This is an optimization exercise on Yosys and OpenROAD, whose aim is small area, not a production implementation.
RTL that was checked went through simulation tests only; none was proved equivalent to the original.
Only the layout flow was run in run 5; the RTL was not checked for function there.
Power and IR drop assume default switching activity.

==> flow/design.v <==
module pwm_lt2 (
    input  wire [1:0] na,
    input  wire [1:0] b,
    input  wire       ci,
    output wire       co
);
    wire c1 = (na[0] & b[0]) | ((na[0] | b[0]) & ci);
    assign co = (na[1] & b[1]) | ((na[1] | b[1]) & c1);
endmodule
module pwm_lt6 (
    input  wire [5:0] na,
    input  wire [5:0] b,
    output wire       co
);
    integer k;
    reg c;
    always @* begin
        c = 1'b0;
        for (k = 0; k < 6; k = k + 1)
            c = (na[k] & b[k]) | ((na[k] | b[k]) & c);
    end
    assign co = c;
endmodule
module pwm_lt32 (
    input  wire [31:0] na,
    input  wire [31:0] b,
    output wire        lt
);
    wire [13:0] c;
    pwm_lt6 s0 (.na(na[5:0]), .b(b[5:0]), .co(c[0]));
    genvar k;
    generate
        for (k = 0; k < 13; k = k + 1) begin : g
            pwm_lt2 s (.na(na[2*k+7:2*k+6]), .b(b[2*k+7:2*k+6]), .ci(c[k]), .co(c[k+1]));
        end
    endgenerate
    assign lt = c[13];
endmodule
module pwm_aoi222 (
    input  wire [2:0] a,
    input  wire [2:0] b,
    output wire       y
);
    assign y = ~|(a & b);
endmodule
module pwm_rdbit (
    input  wire [15:0] q,
    input  wire [15:0] sel,
    input  wire        k,
    output wire        y
);
    wire [4:0] n;
    genvar j;
    generate
        for (j = 0; j < 5; j = j + 1) begin : g
            pwm_aoi222 m (.a(q[3*j+2:3*j]), .b(sel[3*j+2:3*j]), .y(n[j]));
        end
    endgenerate
    assign y = ~(&n & ~(q[15] & sel[15])) | k;
endmodule
module pwm_rdbit0 (
    input  wire [15:0] q,
    input  wire [15:0] sel,
    output wire        y
);
    wire [4:0] n;
    genvar j;
    generate
        for (j = 0; j < 5; j = j + 1) begin : g
            pwm_aoi222 m (.a(q[3*j+2:3*j]), .b(sel[3*j+2:3*j]), .y(n[j]));
        end
    endgenerate
    assign y = ~(&n & ~(q[15] & sel[15]));
endmodule
module pwm (
    input  wire        clk,
    input  wire        reset,        
    input  wire [4:0]  address,      
    input  wire        write,
    input  wire        chipselect,
    input  wire [31:0] writedata,
    output wire [31:0] readdata,
    output wire [7:0]  pwm_out
);
    reg [31:0] regs [15:0];
    reg [15:0] wrtn;
    wire we = chipselect & write;
    integer i;
    always @(posedge clk) begin
        for (i = 0; i < 16; i = i + 1)
            if (we && address[3:0] == i)
                regs[i] <= writedata;
    end
    always @(posedge clk or posedge reset) begin
        if (reset)
            wrtn <= 16'd0;
        else
            for (i = 0; i < 16; i = i + 1)
                if (we && address[3:0] == i)
                    wrtn[i] <= 1'b1;
    end
    reg [31:0] readdata_reg;
    assign readdata = readdata_reg;
    reg [15:0] sel;
    always @* begin
        for (i = 0; i < 16; i = i + 1)
            sel[i] = ~address[4] && address[3:0] == i && wrtn[i];
    end
    wire flag_rd = wrtn[address[3:0]];
    wire k_div   = ~address[4] & ~address[0] & ~flag_rd;    
    wire k_duty  = ~address[4] &  address[0] & ~flag_rd;    
    wire [31:0] kbits = {25'd0, k_div, k_div | k_duty, k_duty, 1'b0, k_div, k_duty, 1'b0};
    wire [31:0] rd_next;
    genvar b;
    generate
        for (b = 0; b < 32; b = b + 1) begin : rb
            wire [15:0] col;
            for (genvar r = 0; r < 16; r = r + 1) begin : rc
                assign col[r] = regs[r][b];
            end
            if (b == 1 || b == 2 || b == 4 || b == 5 || b == 6) begin : k
                pwm_rdbit m (.q(col), .sel(sel), .k(kbits[b]), .y(rd_next[b]));
            end else begin : n
                pwm_rdbit0 m (.q(col), .sel(sel), .y(rd_next[b]));
            end
        end
    endgenerate
    always @(posedge clk)
        readdata_reg <= rd_next;
    reg [31:0] counter;
    wire [31:0] ncounter = ~counter;
    wire lt_div0;
    pwm_lt32 cmp_div (.na(ncounter), .b(regs[0]), .lt(lt_div0));
    wire wrap = wrtn[0] ? ~lt_div0 : (counter >= 32'd100);
    always @(posedge clk or posedge reset) begin
        if (reset)
            counter <= 32'd0;
        else if (wrap)
            counter <= 32'd0;
        else
            counter <= counter + 32'd1;
    end
    reg [7:0] pwm_out_reg;
    assign pwm_out = ~pwm_out_reg;
    wire lt_rst = counter < 32'd50;
    wire [7:0] lt_duty;
    generate
        for (b = 0; b < 8; b = b + 1) begin : pc
            pwm_lt32 cmp (.na(ncounter), .b(regs[2*b+1]), .lt(lt_duty[b]));
        end
    endgenerate
    always @(posedge clk or posedge reset) begin
        if (reset)
            pwm_out_reg <= 8'b0;
        else
            for (i = 0; i < 8; i = i + 1)
                pwm_out_reg[i] <= wrtn[2*i+1] ? lt_duty[i] : lt_rst;
    end
endmodule
==> flow/flow/run.sh <==
#!/bin/bash
# Layout flow: the standard layout (standard.sh, all ORFS steps unchanged)
# with two settings added to its config.mk:
#  - port buffers: every input and output port still gets a buffer, but a
#    sky130_fd_sc_hd__buf_1 instead of the default delay cell;
#  - clock tree: the same clustering as config.mk asks for, without the dummy
#    loads CTS otherwise adds for balancing.
# The full make output goes to standard.log in the work folder; ORFS's own
# per-step logs are under orfs/logs/.
set -euo pipefail
cat >> config.mk <<'EOF'
export BUFFER_PORTS_ARGS = -buffer_cell sky130_fd_sc_hd__buf_1
export CTS_ARGS = -sink_clustering_enable -repair_clock_nets -buf_list sky130_fd_sc_hd__clkbuf_16 -sink_clustering_size 24 -sink_clustering_max_diameter 70 -dont_use_dummy_load
EOF
bash standard.sh > standard.log 2>&1
==> flow/standard.sh <==
#!/bin/bash
# synth_recipe.tcl (not shown) runs the flow's synth.tcl, then flattens the netlist and writes it again
# the make line also repeats each setting of config.mk as NAME=value (left out here)
make -C /OpenROAD-flow-scripts/flow DESIGN_CONFIG=/design/flow/config.mk WORK_HOME=/design/flow/orfs CLKGATE_MAP_FILE= SYNTH_SCRIPT=/design/flow/synth_recipe.tcl "${@:-finish}"
==> flow/config.mk <==
export PLATFORM = sky130hd
export DESIGN_NAME = pwm
export DESIGN_NICKNAME = pwm
export VERILOG_FILES = /design/flow/design.v
export SDC_FILE = /design/flow/constraint.sdc
export NUM_CORES = 4
export LEC_CHECK = 0
export CAP_MARGIN = 0
export CORE_MARGIN = 2
export CORE_UTILIZATION = 65
export CTS_BUF_LIST = sky130_fd_sc_hd__clkbuf_16
export CTS_CLUSTER_DIAMETER = 70
export CTS_CLUSTER_SIZE = 24
export SETUP_SLACK_MARGIN = 0.05
export SLEW_MARGIN = 0
export SYNTH_HIERARCHICAL = 1
export SYNTH_MINIMUM_KEEP_SIZE = 0
export BUFFER_PORTS_ARGS = -buffer_cell sky130_fd_sc_hd__buf_1
export CTS_ARGS = -sink_clustering_enable -repair_clock_nets -buf_list sky130_fd_sc_hd__clkbuf_16 -sink_clustering_size 24 -sink_clustering_max_diameter 70 -dont_use_dummy_load
==> flow/constraint.sdc <==
create_clock -name core_clock -period 5.0 [get_ports {clk}]
set_input_delay 1.0000 -clock core_clock [delete_from_list [all_inputs] [get_ports {clk}]]
set_output_delay 1.0000 -clock core_clock [all_outputs]
set_load 0.01 [all_outputs]
==> results of run 1 <==
==> per-layer routing <==
layer  vias up  share of wire
li1       7437              -
met1      8456           0.40
met2      1091           0.45
met3       109           0.12
met4         0          0.030
met5         -              0
==> layout make-up <==
class                           instances  area share
Sequential cell                       600      0.6493
Multi-Input combinational cell       1032      0.2533
Timing Repair Buffer                  152     0.03521
Clock buffer                           36     0.03358
Tap cell                              468     0.02183
Inverter                               42    0.006483
Timing Repair inverter                  1   0.0002799
==> Yosys stat by module (local to each module, per instance), a selection <==
module / flops+latches / cells / area [µm²]
pwm: 600 / 877 / 19010
pwm_lt6: 0 / 9 / 61.31
pwm_lt2: 0 / 4 / 20.02
pwm_rdbit: 0 / 3 / 20.02
pwm_rdbit0: 0 / 3 / 16.27
pwm_aoi222: 0 / 1 / 10.01
==> through the flow <==
step,cell area [µm²],setup WS (ps)
floorplan,24050,631.4
global placement,25470,43.86
detailed placement,25470,-45.09
CTS,26370,43.46
global route,26830,-74.19
finish,26830,258.0
==> cell usage after synthesis, types with 17 or more instances <==
cell type / number
a21oi_1: 132
a222oi_1: 160
a22oi_1: 19
and3_1: 43
dfrtp_1: 56
dfxtp_1: 32
edfxtp_1: 512
inv_1: 42
nand2_1: 168
nand4_1: 49
nor2_1: 51
o21ai_1: 135
o22ai_1: 126
or2_2: 17
xnor2_1: 24
==> tightest hold or removal path, stage by stage, from the launching register on <==
cell,delay [ps]
edfxtp_1,320
a222oi_1,60
nand4_1,70
==> cells by family after synthesis <==
kind of cell | Yosys count | share of synthesized area
compound gates | 617 | 0.1747
flops | 600 | 0.7243
simple gates | 384 | 0.07831
buf+inv | 50 | 0.008273
xor+xnor | 24 | 0.008741
mux | 5 | 0.004683
fa+ha+maj | 2 | 0.001040
==> timing repair <==
item / CTS / global route
hold buffers: 0 / 0
cloned: 0 / 3
setup endpoints to repair: 27 / 40
setup buffers: 0 / 15
gates resized for setup: 4 / 77
pin swaps: 0 / 112
==> power by group through the flow <==
stage	combinational [W]	clock, W	sequential [W]
detailed placement	0.000722	0	0.00576
floorplan	0.000385	0	0.00576
global placement	0.000710	0	0.00576
global route	0.000978	0.00295	0.00567
finish	0.000917	0.00278	0.00566
CTS	0.000728	0.00280	0.00565
==> cell usage in the layout, fill, tap and decap left out, drive strengths merged, types with 2 or more instances in the layout <==
cell type  Yosys  final
a211o          9      9
a21oi        132    132
a221oi         9      9
a222oi       160    160
a22oi         19     19
and3          43     43
and4b          5      5
buf            2    150
clkbuf         6     38
clkinvlp       0      2
dfrtp         56     56
dfxtp         32     32
edfxtp       512    512
ha             2      2
inv           42     41
mux4           5      5
nand2        168    168
nand2b         3      3
nand3         15     15
nand4         50     50
nor2          55     55
nor2b          6      6
nor3           7      7
nor4           6      6
o211ai        10     10
o21ai        149    149
o22ai        126    126
or2           17     17
or3            8      8
xnor2         24     24
==> worst max path at each step <==
stage	to	from	cells past startpoint
after floorplan	counter[2]$_DFF_PP0_	counter[4]$_DFF_PP0_	33
after global placement	counter[2]$_DFF_PP0_	counter[4]$_DFF_PP0_	34
after detailed placement	pwm_out_reg[7]$_DFF_PP0_	counter[4]$_DFF_PP0_	33
after CTS	pwm_out_reg[7]$_DFF_PP0_	counter[4]$_DFF_PP0_	33
after global routing	counter[2]$_DFF_PP0_	counter[1]$_DFF_PP0_	35
final	pwm_out_reg[3]$_DFF_PP0_	counter[1]$_DFF_PP0_	33
==> flow_metrics.tcl, run 1 <==
set metrics [dict create \
    power.internal_w 0.007245 \
    grt.met2_usage 0.4951 \
    rrSetupSlack_ps 260 \
    synth_area_um2 24050 \
    min-delay-start "regs[4][10]$_DFFE_PP_" \
    critPathKind "register to register" \
    multi_input_area_um2 6795 \
    switching_share 0.2256 \
    max_freq_mhz 210.9 \
    holdWs_ps 452.0 \
    pin_count 81 \
    p_per_area_nw_per_um2 348.7 \
    regToRegStartpoint "counter[1]$_DFF_PP0_" \
    syn_area_per_cell_um2 14.30 \
    seq_power_share 0.605 \
    dieArea_um2 38550 \
    wirelength_um 63830 \
    grt_usage 0.3294 \
    maxCapViolCount 0 \
    cp.required_ps 5470 \
    final_nets 1908 \
    slew_violations 0 \
    cp-start-kind "register" \
    cts-root-buf "clkbuf_16" \
    status "no timing/DRC/antenna violations" \
    rsz0062_at_grt "true" \
    hpwl_um 40130 \
    cp_common_cell "a21oi_1" \
    reg2reg_depth 33 \
    synth_top_area_cell "edfxtp_1" \
    grt_pass1_wl_um 94520 \
    path_clk_slew_ps 80 \
    synthArstFlopShare 0.09333 \
    switching_power_w 0.002110 \
    totalPowerFinal_w 0.009355 \
    drive_gt1_frac 0.1159 \
    setup_viol 0 \
    cts_max_level 2 \
    antenna_cells 0 \
    nFillCells 2402 \
    insertion_delay_ps 580 \
    largest_register_ffs 512 \
    firstDrtPassIters 10 \
    die_y_um 196.3 \
    finClkSkew_ps 42.88 \
    seq_area_um2 17420 \
    timing.rr.end "pwm_out_reg[3]$_DFF_PP0_" \
    worst-path-buf-inv 2 \
    grt_pass1_vias 15600 \
    irDropWorstVdd_mv 0.3776 \
    viasPerCell 7.333 \
    synth_area_leaders "edfxtp_1, a222oi_1, dfrtp_1" \
    syn_to_final_growth_pct 11.56 \
    chipWidth_um 196.3 \
    hold-path-endpoint "readdata_reg[10]$_DFF_P_" \
    slew_headroom 0.1594 \
    cts_buffer_depth 3 \
    worstMarginPinSlew_ps 1258 \
    hold_path.class "register to register" \
    antenna_found_initial 1 \
    worstHoldPathCells 2 \
    place_inst 2277 \
    yosys.area.top_type_share 0.6394 \
    finalNonFillerCells 2331 \
    yosys_warnings 10 \
    drc 0 \
    ys_seq_area_frac 0.7243 \
    met3_usage 0.05784 \
    vias 17090 \
    gr-usage-met1 0.4955 \
    power_frac_comb 0.098 \
    p_clk_frac 0.297 \
    finalHoldViolCount 0 \
    critical_path.slowest_cell "dfrtp_1" \
    grt_max_degree 57 \
    final_util 0.7345 \
    synth_cell_types 40 \
    synth_edf_count 512 \
    drtIter0Drc 2832 \
    finalCritPeriodShare 0.9484 \
    coreArea_um2 36520 \
    synthCells 1682 \
    cts_tree "done" \
    period_needed_ps 4742 \
    cts_buffers 36 \
    critPathMaxStageDelay_ps 410 \
    port_buffers 80 \
    rows 70 \
    worstPathArrival_ps 5210 \
    top_usage_layer "met1" \
    path_max_fanout 5 \
    cts.sinks 600 \
    crit_family "compound AO/OA/AOI/OAI gates" \
    leakage_nw 8.608 \
    ys.flop_type "edfxtp_1" \
    gp_congestion 0.8762 \
    fin_tns_setup_ps 0 \
    cp-end-kind "register" \
    ys_ff_latch 600 \
    grt_overflow 0 \
    synth_nets 1725 \
    start_util 0.6584 \
    antenna_left 0 \
    wl_per_cell_um 27.38 \
]
==> inputs of run 2 (changes only) <==
--- a/flow/config.mk
+++ b/flow/config.mk
@@ -5,14 +5,14 @@
 export SDC_FILE = /design/flow/constraint.sdc
 export NUM_CORES = 4
 export LEC_CHECK = 0
-export CAP_MARGIN = 0
+export CAP_MARGIN = 20
 export CORE_MARGIN = 2
-export CORE_UTILIZATION = 65
+export CORE_UTILIZATION = 55
 export CTS_BUF_LIST = sky130_fd_sc_hd__clkbuf_16
 export CTS_CLUSTER_DIAMETER = 70
 export CTS_CLUSTER_SIZE = 24
 export SETUP_SLACK_MARGIN = 0.05
-export SLEW_MARGIN = 0
+export SLEW_MARGIN = 20
 export SYNTH_HIERARCHICAL = 1
 export SYNTH_MINIMUM_KEEP_SIZE = 0
 export BUFFER_PORTS_ARGS = -buffer_cell sky130_fd_sc_hd__buf_1
==> run 2 against run 1 <==
Via count shrank 0.31%; global-route usage down 3.7 points; largest power group unchanged; highest routed layer unchanged; clock power about the same; critical path depth grew 2.
==> flow_metrics.tcl, run 2 <==
set metrics [dict create \
    status "no timing/DRC/antenna violations" \
    wl_per_cell_um 27.24 \
    firstDrtPassIters 10 \
    ys_seq_area_frac 0.7243 \
    grt_pass1_wl_um 97860 \
    grt_pass1_vias 15380 \
    final_nets 1913 \
    chipWidth_um 213.1 \
    cts_max_level 2 \
    syn_area_per_cell_um2 14.30 \
    power.internal_w 0.007239 \
    synth_cell_types 40 \
    p_per_area_nw_per_um2 346.5 \
    setup_viol 0 \
    grt_max_degree 57 \
    cp-start-kind "register" \
    drive_gt1_frac 0.1097 \
    seq_power_share 0.605 \
    cp.required_ps 5430 \
    switching_share 0.2262 \
    rows 76 \
    synthTopCellsByCount "edfxtp_1, nand2_1, a222oi_1" \
    hold_path.class "register to register" \
    insertion_delay_ps 580 \
    viasPerCell 6.947 \
    layout_common_cells "edfxtp_1, nand2_1, a222oi_1" \
    antenna_cells 0 \
    cts_buffers 36 \
    cts_tree "done" \
    switching_power_w 0.002116 \
    wirelength_um 66830 \
    antenna_left 0 \
    crit_family "compound AO/OA/AOI/OAI gates" \
    yosys.area.top_type_share 0.6394 \
    synth_nets 1725 \
    cts.sinks 600 \
    ys_ff_latch 600 \
    slew_violations 0 \
    finalCritPeriodShare 0.9637 \
    synth.most_common_cell "edfxtp_1" \
    totalPowerFinal_w 0.009355 \
    pin_count 81 \
    port_buffers 80 \
    holdWs_ps 470.4 \
    largest_register_ffs 512 \
    drc 0 \
    dieArea_um2 45410 \
    cts-root-buf "clkbuf_16" \
    nFillCells 3309 \
    leakage_nw 8.682 \
    die_y_um 213.1 \
    maxCapViolCount 0 \
    critical_path.slowest_cell "dfrtp_2" \
    syn_to_final_growth_pct 12.28 \
    period_needed_ps 4819 \
    vias 17040 \
    path_clk_slew_ps 90 \
    cp_common_cell "a21oi_1" \
    synth_area_leaders "edfxtp_1, a222oi_1, dfrtp_1" \
    cp-end-kind "register" \
    fin_tns_setup_ps 0 \
    max_freq_mhz 207.5 \
    path_max_fanout 10 \
    final_util 0.6268 \
    ys.flop_type "edfxtp_1" \
    antenna_found_initial 0 \
    irDropWorstVdd_mv 0.2726 \
    holdBufCountCts 0 \
    finClkSkew_ps 43.24 \
    synth_top_area_cell "edfxtp_1" \
    slew_headroom 0.3258 \
    cts_buffer_depth 3 \
    hpwl_um 42260 \
    synth_area_um2 24050 \
    grt_usage 0.2925 \
    critPathKind "register to register" \
    start_util 0.5582 \
    place_inst 2405 \
    synthArstFlopShare 0.09333 \
    finalNonFillerCells 2453 \
    gp_congestion 0.8340 \
    synthCells 1682 \
    critPathMaxStageDelay_ps 430 \
    finalHoldViolCount 0 \
    coreArea_um2 43080 \
    yosys_warnings 10 \
    synth_edf_count 512 \
    worstMarginPinSlew_ps 1009 \
    rsz0062_at_grt "true" \
    drtIter0Drc 2979 \
    power_frac_comb 0.096 \
    p_clk_frac 0.299 \
    worst-path-buf-inv 4 \
    layout_commonest_cell "edfxtp_1" \
    grt_overflow 0 \
    worstPathArrival_ps 5250 \
]
-- run 2: final timing paths --
| check | startpoint | end | slack, ps | depth (start not counted) |
|---|---|---|---|---|
| max | counter[4]$_DFF_PP0_ | counter[4]$_DFF_PP0_ | 180 | 35 |
| min | regs[4][24]$_DFFE_PP_ | readdata_reg[24]$_DFF_P_ | 470 | 2 |
| max reg2reg | counter[4]$_DFF_PP0_ | counter[4]$_DFF_PP0_ | 180 | 35 |
| min reg2reg | regs[4][24]$_DFFE_PP_ | readdata_reg[24]$_DFF_P_ | 470 | 2 |
| max in group asynchronous | reset | counter[4]$_DFF_PP0_ | 3790 | 3 |
| min in group asynchronous | reset | wrtn[5]$_DFFE_PP0P_ | 640 | 3 |
-- run 2: area by class of cell --
type / count / area [µm²] / area share
timing repair inverter: 1 / 7.507 / 0.0002780
clock buffer: 36 / 900.9 / 0.03337
sequential: 600 / 17420 / 0.6451
timing repair buffer: 157 / 1064 / 0.03939
multi-input combinational: 1032 / 6715 / 0.2487
tap: 585 / 732.0 / 0.02711
inverter: 42 / 162.7 / 0.006024
-- run 2: cells by family after synthesis --
logic type / after synthesis / synth area share
and+or+nand+nor: 384 / 0.07831
muxes: 5 / 0.004683
DFF: 600 / 0.7243
adders and majority gates: 2 / 0.001040
AOI/OAI and AO/OA: 617 / 0.1747
buffers and inverters: 50 / 0.008273
xor gates and xnor gates: 24 / 0.008741
-- run 2: Yosys stat by module, one instance, submodules excluded, excerpt --
module      cells inside  times used  cell area (µm²)
pwm_lt2                4         117            20.02
pwm_rdbit              3           5            20.02
pwm_rdbit0             3          27            16.27
pwm_lt6                9           9            61.31
pwm                  877           1            19010
pwm_aoi222             1         160            10.01
-- run 2: through the flow --
stage	instance area, µm²	setup slack [ps]
3_3_place_gp	25660	-165.7
5_1_grt	27000	-209.9
3_5_place_dp	25710	-225.6
4_1_cts	26640	64.34
2_1_floorplan	24050	631.4
6_report	27000	181.3
-- run 2: power groups by stage --
stage               clock network [W]  registers [W]  logic, W
global route                  0.00300        0.00567  0.000959
CTS                           0.00286        0.00565  0.000749
global placement                    0        0.00576  0.000719
floorplan                           0        0.00576  0.000385
detailed placement                  0        0.00576  0.000731
finish                        0.00280        0.00566  0.000897
-- run 2: worst min-delay path, cell delays in order, from the launching register on --
cell      delay, ps
edfxtp_1        330
a222oi_1         60
nand4_1          70
-- run 2: what timing repair did --
action                     in CTS  in global routing
gates resized for setup        14                 45
pin swaps                       2                 92
setup buffers                   0                  7
gates cloned                    0                  5
setup endpoints to repair      35                 40
-- run 2: metal layers --
metal / vias to the layer above / GRT usage / part of all wire
met4: 0 / 0.08874 / 0.026
li1: 7446 / - / -
met2: 970 / 0.4477 / 0.46
met1: 8523 / 0.4374 / 0.42
met5: - / 0 / 0
met3: 101 / 0.04236 / 0.098
==> inputs of run 3 (changes only) <==
--- a/flow/flow/run.sh
+++ b/flow/flow/run.sh
@@ -10,6 +10,6 @@
 set -euo pipefail
 cat >> config.mk <<'EOF'
 export BUFFER_PORTS_ARGS = -buffer_cell sky130_fd_sc_hd__buf_1
-export CTS_ARGS = -sink_clustering_enable -repair_clock_nets -buf_list sky130_fd_sc_hd__clkbuf_16 -sink_clustering_size 24 -sink_clustering_max_diameter 70 -dont_use_dummy_load
+export CTS_ARGS = -sink_clustering_enable -repair_clock_nets -buf_list sky130_fd_sc_hd__clkbuf_16 -sink_clustering_size 32 -sink_clustering_max_diameter 80 -dont_use_dummy_load
 EOF
 bash standard.sh > standard.log 2>&1
==> flow/config.mk (replaced) <==
export PLATFORM = sky130hd
export DESIGN_NAME = pwm
export DESIGN_NICKNAME = pwm
export VERILOG_FILES = /design/flow/design.v
export SDC_FILE = /design/flow/constraint.sdc
export NUM_CORES = 4
export LEC_CHECK = 0
export CAP_MARGIN = 0
export CORE_MARGIN = 2
export CORE_UTILIZATION = 65
export CTS_BUF_LIST = sky130_fd_sc_hd__clkbuf_16
export CTS_CLUSTER_DIAMETER = 80
export CTS_CLUSTER_SIZE = 32
export SETUP_SLACK_MARGIN = 0
export SLEW_MARGIN = 0
export SYNTH_HIERARCHICAL = 1
export SYNTH_MINIMUM_KEEP_SIZE = 0
export BUFFER_PORTS_ARGS = -buffer_cell sky130_fd_sc_hd__buf_1
export CTS_ARGS = -sink_clustering_enable -repair_clock_nets -buf_list sky130_fd_sc_hd__clkbuf_16 -sink_clustering_size 32 -sink_clustering_max_diameter 80 -dont_use_dummy_load
==> run 3 against run 2 <==
Still clean on timing, DRC and antenna; clock-buffer cell count is 10 lower; sequential power hardly changed; final cell count is 5.3% lower; non-clock buffer count is 2 lower; sequential share of layout area is 1.2 points higher; critical path depth is 1 lower; hold slack worse by 4.4 ps; synthesized area stayed put; first-iteration DRC count is 4.5% lower; global-route usage is 3.1 points higher; via count is 0.61% lower; combinational power is 0.9% higher; critical path type unchanged.
==> flow_metrics.tcl, run 3 <==
set metrics [dict create \
    status "no timing/DRC/antenna violations" \
    firstDrtPassIters 9 \
    ys.flop_type "edfxtp_1" \
    hpwl_um 40130 \
    setup.worst_path.end "pwm_out_reg[5]$_DFF_PP0_" \
    reg2reg_depth 34 \
    start_util 0.6584 \
    cp-start-kind "register" \
    cts_tree "done" \
    synth_area_um2 24050 \
    cts-root-buf "clkbuf_16" \
    synth_nets 1725 \
    worstMarginPinSlew_ps 1244 \
    p_per_area_nw_per_um2 335.1 \
    coreArea_um2 36520 \
    layout_common_cells "edfxtp_1, nand2_1, a222oi_1" \
    grt_usage 0.3236 \
    drtIter0Drc 2846 \
    yosys_warnings 10 \
    rsz0062_at_grt "true" \
    grt_overflow 0 \
    layout_commonest_cell "edfxtp_1" \
    dieArea_um2 38550 \
    grt_max_degree 57 \
    grt_pass1_vias 15470 \
    maxCapViolCount 0 \
    antenna_found_initial 1 \
    critical_path.slowest_cell "dfrtp_1" \
    final_nets 1900 \
    grt_pass1_wl_um 93740 \
    critPathKind "register to register" \
    synthArstFlopShare 0.09333 \
    pin_count 81 \
    yosys.area.top_type_share 0.6394 \
    finalHoldViolCount 0 \
    cp.required_ps 5430 \
    synthTopCellsByCount "edfxtp_1, nand2_1, a222oi_1" \
    largest_register_ffs 512 \
    antenna_left 0 \
    drc 0 \
    path_max_fanout 9 \
    rows 70 \
    worstHoldPathCells 2 \
    port_buffers 80 \
    critPathMaxStageDelay_ps 420 \
    timing.rr.end "pwm_out_reg[5]$_DFF_PP0_" \
    nFillCells 2418 \
    slew_violations 0 \
    synth_edf_count 512 \
    totalPowerFinal_w 0.008886 \
    synthCells 1682 \
    ys_ff_latch 600 \
    cts.sinks 600 \
    cts_max_level 1 \
    viasPerCell 7.287 \
    regToRegStartpoint "counter[2]$_DFF_PP0_" \
    final_util 0.7262 \
    rrSetupSlack_ps 190 \
    setup_slack_ps 190.7 \
    irDropWorstVdd_mv 0.3524 \
    leakage_nw 8.516 \
    period_needed_ps 4809 \
    gp_congestion 0.8762 \
    cts_buffer_depth 3 \
    insertion_delay_ps 590 \
    die_y_um 196.3 \
    syn_to_final_growth_pct 10.29 \
    path_clk_slew_ps 110 \
    hold_path.class "register to register" \
    wirelength_um 63400 \
    multi_input_area_um2 6700 \
    drive_gt1_frac 0.1035 \
    slew_headroom 0.1689 \
    syn_area_per_cell_um2 14.30 \
    synth_area_leaders "edfxtp_1, a222oi_1, dfrtp_1" \
    chipWidth_um 196.3 \
    finalCritPeriodShare 0.9619 \
    max_freq_mhz 207.9 \
    cts_buffers 26 \
    setup_viol 0 \
    synth_cell_types 40 \
    synth.most_common_cell "edfxtp_1" \
    ys_seq_area_frac 0.7243 \
    finClkSkew_ps 57.54 \
    synth_top_area_cell "edfxtp_1" \
    cp-end-kind "register" \
    worstPathArrival_ps 5240 \
    vias 16940 \
    seq_area_um2 17420 \
    fin_tns_setup_ps 0 \
    wl_per_cell_um 27.28 \
    critPathLaunch "counter[2]$_DFF_PP0_" \
    post-place-ws_ps -45.09 \
]
-- run 3: kinds of logic after synthesis --
kind of cell    after synthesis  synth area share
xor+xnor                     24          0.008741
compound gates              617            0.1747
buf+inv                      50          0.008273
flops                       600            0.7243
fa+ha+maj                     2          0.001040
simple gates                384           0.07831
mux                           5          0.004683
-- run 3: worst min-delay path by stage --
| stage | to | slack (ps) | from |
|---|---|---|---|
| 6_report | readdata_reg[21]$_DFF_P_ | 470 | regs[4][21]$_DFFE_PP_ |
| 5_1_grt | readdata_reg[21]$_DFF_P_ | 490 | regs[4][21]$_DFFE_PP_ |
| 4_1_cts | readdata_reg[4]$_DFF_P_ | 470 | regs[4][4]$_DFFE_PP_ |
| 3_5_place_dp | readdata_reg[29]$_DFF_P_ | 460 | regs[4][29]$_DFFE_PP_ |
| 3_3_place_gp | readdata_reg[0]$_DFF_P_ | 460 | regs[4][0]$_DFFE_PP_ |
| 2_1_floorplan | readdata_reg[0]$_DFF_P_ | 450 | regs[4][0]$_DFFE_PP_ |
-- run 3: per-layer routing --
layer / GRT usage / part of all wire / up-vias
li1: - / - / 7406
met1: 0.4974 / 0.40 / 8384
met2: 0.4947 / 0.46 / 1038
met3: 0.04432 / 0.11 / 108
met4: 0.09063 / 0.028 / 0
met5: 0 / 0 / -
-- run 3: final cells by class --
| class | count | area share |
|---|---|---|
| sequential | 600 | 0.6567 |
| antenna | 1 | 0.00009435 |
| clock buffer | 26 | 0.02453 |
| tap | 468 | 0.02208 |
| timing repair buffer | 155 | 0.03741 |
| multi-input combinational | 1032 | 0.2526 |
| inverter | 42 | 0.006558 |
-- run 3: modules after synthesis (local to each module, per instance), excerpt --
module / copies in the design / cells inside / cell area (µm²) / flip-flops and latches
pwm_lt6: 9 / 9 / 61.31 / 0
pwm_aoi222: 160 / 1 / 10.01 / 0
pwm_rdbit0: 27 / 3 / 16.27 / 0
pwm_lt2: 117 / 4 / 20.02 / 0
pwm: 1 / 877 / 19010 / 600
pwm_rdbit: 5 / 3 / 20.02 / 0
-- run 3: power by group --
group	switching, W	internal [W]
combinational	0.000511	0.000394
clock	0.00139	0.000932
sequential	0.0000904	0.00557
total	0.00199	0.00689
-- run 3: worst max-delay path: cells and delay by family (launching register included) --
| family | cells | cell delay [ps] |
|---|---|---|
| AO/OA/AOI/OAI | 30 | 3850 |
| buffers and inverters | 3 | 370 |
| flip-flops | 1 | 420 |
| AND/OR/NAND/NOR | 1 | 70 |
-- run 3: stage by stage --
| step | area [µm²] | std cells | hold WS (ps) |
|---|---|---|---|
| floorplan | 24050 | 1682 | 447.1 |
| global placement | 25470 | 2277 | 464.5 |
| finish | 26520 | 2324 | 466.0 |
| CTS | 26120 | 2303 | 473.8 |
| global route | 26520 | 2324 | 490.9 |
| detailed placement | 25470 | 2277 | 461.2 |
-- run 3: what timing repair did --
action,4_1_cts,5_1_grt
hold buffers,0,0
endpoints found under the setup margin,2,40
pin swaps,0,93
resized for setup,3,54
gates cloned,0,4
setup buffers,0,17
==> inputs of run 4 (changes only) <==
--- a/flow/config.mk
+++ b/flow/config.mk
@@ -11,7 +11,7 @@
 export CTS_BUF_LIST = sky130_fd_sc_hd__clkbuf_16
 export CTS_CLUSTER_DIAMETER = 80
 export CTS_CLUSTER_SIZE = 32
-export SETUP_SLACK_MARGIN = 0
+export SETUP_SLACK_MARGIN = 0.05
 export SLEW_MARGIN = 0
 export SYNTH_HIERARCHICAL = 1
 export SYNTH_MINIMUM_KEEP_SIZE = 0
==> run 4 against run 3 <==
Still clean on timing, DRC and antenna; routed wire length down 0.26%; fmax up 1.7%; clock-buffer cell count unchanged; power down 0.13%; critical path depth down 1; register-to-register slack better by 80 ps; hold slack better by 2.1 ps; final cell count down 0.22%; setup slack better by 80 ps; sequential share of layout area down 0.090 points; largest cell class unchanged.
==> flow_metrics.tcl, run 4 <==
set metrics [dict create \
    status "no timing/DRC/antenna violations" \
    critPathKind "register to register" \
    grt_max_degree 57 \
    critical_path.slowest_cell "dfrtp_1" \
    critPathMaxStageDelay_ps 410 \
    holdBufCountCts 0 \
    antenna_left 0 \
    leakage_nw 8.488 \
    ys.flop_type "edfxtp_1" \
    worstPathArrival_ps 5180 \
    cts_tree "done" \
    largest_register_ffs 512 \
    rows 70 \
    start_util 0.6584 \
    gp_congestion 0.8762 \
    max_freq_mhz 211.5 \
    cp-end-kind "register" \
    path_max_fanout 8 \
    wirelength_um 63240 \
    cts_buffers 26 \
    viasPerCell 7.345 \
    holdWs_ps 468.1 \
    worstMarginPinSlew_ps 1236 \
    totalPowerFinal_w 0.008875 \
    yosys_warnings 10 \
    ys_seq_area_frac 0.7243 \
    finClkSkew_ps 47.86 \
    synth.most_common_cell "edfxtp_1" \
    nFillCells 2412 \
    synth_area_leaders "edfxtp_1, a222oi_1, dfrtp_1" \
    drive_gt1_frac 0.1097 \
    syn_area_per_cell_um2 14.30 \
    coreArea_um2 36520 \
    layout_common_cells "edfxtp_1, nand2_1, a222oi_1" \
    place_inst 2277 \
    synth_area_um2 24050 \
    yosys.area.top_type_share 0.6394 \
    synth_nets 1725 \
    cts-root-buf "clkbuf_16" \
    drtIter0Drc 2832 \
    finalCritPeriodShare 0.9458 \
    finalNonFillerCells 2319 \
    slew_headroom 0.1740 \
    grt_pass1_wl_um 93740 \
    grt_usage 0.3236 \
    slew_violations 0 \
    cts_max_level 1 \
    ys_ff_latch 600 \
    insertion_delay_ps 590 \
    synth_edf_count 512 \
    p_per_area_nw_per_um2 334.2 \
    irDropWorstVdd_mv 0.3500 \
    grt_overflow 0 \
    finalHoldViolCount 0 \
    cts.sinks 600 \
    cp-start-kind "register" \
    die_y_um 196.3 \
    chipWidth_um 196.3 \
    fin_tns_setup_ps 0 \
    drc 0 \
    hold_path.class "register to register" \
    dieArea_um2 38550 \
    rsz0062_at_grt "true" \
    antenna_found_initial 1 \
    cp_common_cell "a21oi_1" \
    maxCapViolCount 0 \
    port_buffers 80 \
    vias 17030 \
    synth_cell_types 40 \
    final_nets 1895 \
    synthTopCellsByCount "edfxtp_1, nand2_1, a222oi_1" \
    grt_pass1_vias 15470 \
    setup_viol 0 \
    synthCells 1682 \
    synthArstFlopShare 0.09333 \
    cp.required_ps 5460 \
    layout_commonest_cell "edfxtp_1" \
    path_clk_slew_ps 120 \
    cts_buffer_depth 3 \
    syn_to_final_growth_pct 10.44 \
    period_needed_ps 4729 \
    firstDrtPassIters 10 \
    wl_per_cell_um 27.27 \
    hpwl_um 40130 \
    synth_top_area_cell "edfxtp_1" \
    pin_count 81 \
]
run 4: through the flow:
step / util / worst slack (ps) / cell area (µm²)
final: 0.7272 / 270.8 / 26560
after global routing: 0.7272 / -75.33 / 26560
after CTS: 0.7151 / 29.71 / 26120
after detailed placement: 0.6973 / -45.09 / 25470
after global placement: 0.6973 / 43.86 / 25470
after floorplan: - / 631.4 / 24050
run 4: worst max-delay path, delay by kind of cell (launching register included):
family	cells	cell delay, ps
AO/OA/AOI/OAI	30	3890
AND/OR/NAND/NOR	1	60
buffers and inverters	2	270
flip-flops	1	410
run 4: kinds of logic (layout without fill, tap and decap cells):
family	after synthesis	in the layout	share of synthesized area
buffers and inverters	50	218	0.008273
flip-flops	600	600	0.7243
XOR/XNOR	24	24	0.008741
AO/OA/AOI/OAI	617	617	0.1747
multiplexers	5	5	0.004683
other	0	1	0
adder cells (fa/ha/maj)	2	2	0.001040
AND/OR/NAND/NOR	384	384	0.07831
run 4: modules after synthesis, one instance, submodules excluded, a selection:
module / flip-flops and latches / times used / cells
pwm: 600 / 1 / 877
pwm_aoi222: 0 / 160 / 1
pwm_lt2: 0 / 117 / 4
pwm_lt6: 0 / 9 / 9
pwm_rdbit: 0 / 5 / 3
pwm_rdbit0: 0 / 27 / 3
run 4: layer usage:
| metal | share of wire | track usage |
|---|---|---|
| met5 | 0 | 0 |
| met2 | 0.45 | 0.4947 |
| met3 | 0.12 | 0.04432 |
| met4 | 0.029 | 0.09063 |
| met1 | 0.39 | 0.4974 |
run 4: power breakdown:
| part | internal, W | leakage [nW] | total (W) | switching [W] |
|---|---|---|---|---|
| combinational | 0.000381 | 2.59 | 0.000891 | 0.000510 |
| sequential | 0.00557 | 5.58 | 0.00566 | 0.0000907 |
| clock | 0.000932 | 0.320 | 0.00233 | 0.00139 |
run 4: layout make-up:
| cell class | instances | area, µm² | area share |
|---|---|---|---|
| multi-input combinational | 1032 | 6782 | 0.2553 |
| timing repair buffer | 150 | 947.2 | 0.03566 |
| clock buffer | 26 | 650.6 | 0.02450 |
| tap | 468 | 585.6 | 0.02205 |
| antenna | 1 | 2.502 | 0.00009422 |
| sequential | 600 | 17420 | 0.6558 |
| inverter | 42 | 173.9 | 0.006549 |
run 4: path summary, 6_finish.rpt:
| check | slack (ps) | endpoint | depth (start not counted) | from |
|---|---|---|---|---|
| worst max-delay path | 270 | pwm_out_reg[7]$_DFF_PP0_ | 33 | counter[4]$_DFF_PP0_ |
| worst min-delay path | 470 | readdata_reg[4]$_DFF_P_ | 2 | regs[4][4]$_DFFE_PP_ |
| worst max register to register | 270 | pwm_out_reg[7]$_DFF_PP0_ | 33 | counter[4]$_DFF_PP0_ |
| worst min register to register | 470 | readdata_reg[4]$_DFF_P_ | 2 | regs[4][4]$_DFFE_PP_ |
| max in group asynchronous | 3850 | counter[8]$_DFF_PP0_ | 3 | reset |
| min in group asynchronous | 600 | pwm_out_reg[1]$_DFF_PP0_ | 3 | reset |
run 4: what timing repair did:
action	CTS	global route
setup endpoints to repair	9	40
setup buffers	0	12
resized for setup	4	75
gates cloned	0	3
pin swaps	0	120
==> inputs of run 5 (changes only) <==
--- a/flow/design.v
+++ b/flow/design.v
@@ -72,6 +72,23 @@
     endgenerate
     assign y = ~(&n & ~(q[15] & sel[15]));
 endmodule
+module pwm_incbit (
+    input  wire c,
+    input  wire t,
+    input  wire wrap,
+    output wire n
+);
+    assign n = ~wrap & (c ^ t);
+endmodule
+module pwm_cy2 (
+    input  wire [1:0] c,
+    input  wire       t,
+    output wire       t1,
+    output wire       to
+);
+    assign t1 = c[0] & t;
+    assign to = c[1] & c[0] & t;
+endmodule
 module pwm (
     input  wire        clk,
     input  wire        reset,        
@@ -132,13 +149,25 @@
     wire lt_div0;
     pwm_lt32 cmp_div (.na(ncounter), .b(regs[0]), .lt(lt_div0));
     wire wrap = wrtn[0] ? ~lt_div0 : (counter >= 32'd100);
+    wire [31:0] counter_next;
+    wire [31:0] cin;        
+    assign cin[1] = counter[0];
+    assign cin[2] = counter[1] & counter[0];
+    assign cin[31] = counter[30] & cin[30];
+    assign counter_next[0] = ~wrap & ~counter[0];
+    generate
+        for (b = 1; b < 15; b = b + 1) begin : ic
+            pwm_cy2 cy (.c(counter[2*b+1:2*b]), .t(cin[2*b]), .t1(cin[2*b+1]), .to(cin[2*b+2]));
+        end
+        for (b = 1; b < 32; b = b + 1) begin : ib
+            pwm_incbit m (.c(counter[b]), .t(cin[b]), .wrap(wrap), .n(counter_next[b]));
+        end
+    endgenerate
     always @(posedge clk or posedge reset) begin
         if (reset)
             counter <= 32'd0;
-        else if (wrap)
-            counter <= 32'd0;
         else
-            counter <= counter + 32'd1;
+            counter <= counter_next;
     end
     reg [7:0] pwm_out_reg;
     assign pwm_out = ~pwm_out_reg;
==> run 5 against run 4 <==
Flip-flop and latch count is the same; largest cell class unchanged; largest power group unchanged; clock skew up 3.3 ps; global-route usage up 0.13 points; power is 0.56% higher.
==> flow_metrics.tcl, run 5 <==
set metrics [dict create \
    cts_buffers 26 \
    layout_commonest_cell "edfxtp_1" \
    place_inst 2272 \
    cts-root-buf "clkbuf_16" \
    hpwl_um 40440 \
    insertion_delay_ps 580 \
    synth.most_common_cell "edfxtp_1" \
    grt_overflow 0 \
    finalNonFillerCells 2317 \
    grt_pass1_vias 15710 \
    period_needed_ps 4888 \
    slew_violations 0 \
    start_util 0.6582 \
    holdWs_ps 433.4 \
    hold_path.class "input pin to asynchronous set/reset pin" \
    chipWidth_um 196.1 \
    drive_gt1_frac 0.1255 \
    finClkSkew_ps 51.16 \
    layout_common_cells "edfxtp_1, a222oi_1, nand2_1" \
    critPathKind "register to register" \
    cp-end-kind "register" \
    rrSetupSlack_ps 110 \
    irDropWorstVdd_mv 0.3453 \
    max_freq_mhz 204.6 \
    design_area_um2 26780 \
    grt_pass1_wl_um 93760 \
    cts_max_level 1 \
    holdBufCountCts 0 \
    finalHoldViolCount 0 \
    crit_family "compound AO/OA/AOI/OAI gates" \
    cp.required_ps 5500 \
    pin_count 81 \
    synthTopCellsByCount "edfxtp_1, a222oi_1, nand2_1" \
    synth_edf_count 512 \
    critPathMaxStageDelay_ps 400 \
    final_nets 1892 \
    critPathLaunch "counter[1]$_DFF_PP0_" \
    final_util 0.7351 \
    finalCritPeriodShare 0.9776 \
    p_per_area_nw_per_um2 333.2 \
    cp-start-kind "register" \
    synthArstFlopShare 0.09333 \
    coreArea_um2 36430 \
    worstMarginPinSlew_ps 1307 \
    viasPerCell 7.271 \
    largest_register_ffs 512 \
    worst-path-buf-inv 3 \
    synthCells 1661 \
    die_y_um 196.1 \
    path_clk_slew_ps 100 \
    cts_buffer_depth 3 \
    port_buffers 80 \
    placed_area_um2 25520 \
    cts_tree "done" \
    rsz0062_at_grt "true" \
    ys.flop_type "edfxtp_1" \
    synth_top_area_cell "edfxtp_1" \
    cts.sinks 600 \
    ys_ff_latch 600 \
    antenna_found_initial 0 \
    grt_usage 0.3249 \
    syn_to_final_growth_pct 11.68 \
    worstPathArrival_ps 5390 \
    grt_max_degree 34 \
    rows 70 \
    timing.rr.end "pwm_out_reg[3]$_DFF_PP0_" \
    setup_viol 0 \
    syn_area_per_cell_um2 14.44 \
    synth_area_um2 23980 \
    drc 0 \
    wl_per_cell_um 27.65 \
    yosys.area.top_type_share 0.6411 \
    wirelength_um 64070 \
    antenna_cells 0 \
    dieArea_um2 38450 \
    totalPowerFinal_w 0.008924 \
    synth_area_leaders "edfxtp_1, a222oi_1, dfrtp_1" \
    reg2reg_depth 34 \
    ys_seq_area_frac 0.7262 \
    drtIter0Drc 2822 \
    synth_cell_types 43 \
    leakage_nw 8.645 \
    setup.worst_path.end "pwm_out_reg[3]$_DFF_PP0_" \
    critical_path.slowest_cell "dfrtp_1" \
    path_depth 34 \
    firstDrtPassIters 11 \
    vias 16850 \
    yosys_warnings 10 \
    path_max_fanout 8 \
    slew_headroom 0.1290 \
    status "no timing/DRC/antenna violations" \
    regToRegStartpoint "counter[1]$_DFF_PP0_" \
    maxCapViolCount 0 \
    antenna_left 0 \
    synth_nets 1702 \
    gp_congestion 0.9140 \
    cp_common_cell "o21ai_1" \
]
-- run 5: Yosys stat by module (local to each module, per instance), excerpt --
module      cell area [µm²]  copies in the design  cells inside  flops+latches
pwm                   18390                     1           766            600
pwm_aoi222            10.01                   160             1              0
pwm_cy2               12.51                    14             2              0
pwm_incbit            12.51                    31             2              0
pwm_lt2               20.02                   117             4              0
pwm_lt6               61.31                     9             9              0
pwm_rdbit             20.02                     5             3              0
pwm_rdbit0            16.27                    27             3              0
-- run 5: logic make-up after synthesis --
family | Yosys count | synth area share
AO/OA/AOI/OAI | 610 | 0.1759
XOR/XNOR | 31 | 0.01132
buffers and inverters | 47 | 0.007826
multiplexers | 6 | 0.003234
flip-flops | 600 | 0.7262
AND/OR/NAND/NOR | 367 | 0.07554
-- run 5: per-layer routing --
layer,vias to the layer above,global-route usage,part of all wire
met2,1027,0.5204,0.48
li1,7349,-,-
met5,-,0,0
met4,0,0.09259,0.026
met1,8354,0.4696,0.38
met3,117,0.05346,0.11
-- run 5: power breakdown --
group	switching, W	leakage [nW]	internal (W)
combinational	0.000514	2.74	0.000432
clock	0.00139	0.320	0.000932
sequential	0.0000934	5.58	0.00557
-- run 5: through the flow --
stage	setup slack (ps)	TNS (ps)
final	112.0	0
after global routing	-252.0	-1483
after CTS	25.59	0
after detailed placement	-270.0	-604.6
after global placement	-243.5	-416.2
after floorplan	71.91	0
-- run 5: what timing repair did --
action / 4_1_cts / 5_1_grt
buffers inserted: 0 / 15
resized for setup: 9 / 100
cloned: 0 / 4
setup endpoints to repair: 7 / 39
pin swaps: 19 / 111
-- run 5: cell type report --
class | instances | area (µm²)
clock buffer | 26 | 650.6
fill | 2409 | 9651
inverter | 42 | 160.2
multi-input combinational | 1014 | 6823
sequential | 600 | 17420
tap | 468 | 585.6
timing repair buffer | 167 | 1149
-- run 5: worst register-to-register path, delay by kind of cell, from the launching register on --
family / cells / cell delay [ps]
compound gates: 30 / 4010
flops: 1 / 400
buf+inv: 3 / 340
simple gates: 1 / 90
-- run 5: how the worst min path moves through the flow --
stage	startpoint	endpoint	slack, ps	depth (start not counted)
2_1_floorplan	wrtn[2]$_DFFE_PP0P_	wrtn[2]$_DFFE_PP0P_	440	1
3_3_place_gp	regs[4][29]$_DFFE_PP_	readdata_reg[29]$_DFF_P_	460	2
3_5_place_dp	regs[4][27]$_DFFE_PP_	readdata_reg[27]$_DFF_P_	470	2
4_1_cts	reset	wrtn[1]$_DFFE_PP0P_	430	2
5_1_grt	reset	pwm_out_reg[2]$_DFF_PP0_	470	2
6_report	reset	wrtn[8]$_DFFE_PP0P_	430	2

afterwards: timing with drivers on the ports:
How much do the figures lean on ideal ports? The routed layouts below were timed once more, with nothing changed but the port constraints. Step 1: set_driving_cell puts a clkbuf_16 on clk and a buf_2 on each other input, an assumption about the parent block. Step 2 adds t to the input delays and takes it off the output delays; t is the mean of the earliest and latest rising clock arrival at the registers after step 1. Input paths then give back, and output paths get back, about the clock's delay inside the block. Slacks: no drivers / after step 1 / after step 2; pairs: no drivers / after step 1.
run	t (ns)	setup WS [ns]	worst hold slack (ns)	clock arrival spread, ns	cell pins on the clock port's net
run 1	0.616	0.258 / 0.258 / 0.258	0.452 / 0.452 / 0.452	0.043 / 0.044	1
run 2	0.608	0.181 / 0.181 / 0.181	0.470 / 0.470 / 0.470	0.044 / 0.044	1
run 3	0.621	0.191 / 0.191 / 0.191	0.466 / 0.466 / 0.466	0.057 / 0.058	1
run 4	0.625	0.271 / 0.271 / 0.271	0.468 / 0.468 / 0.468	0.049 / 0.049	1
run 5	0.613	0.112 / 0.112 / 0.112	0.433 / 0.402 / 0.494	0.057 / 0.057	1
After both steps every run listed still meets setup and hold.
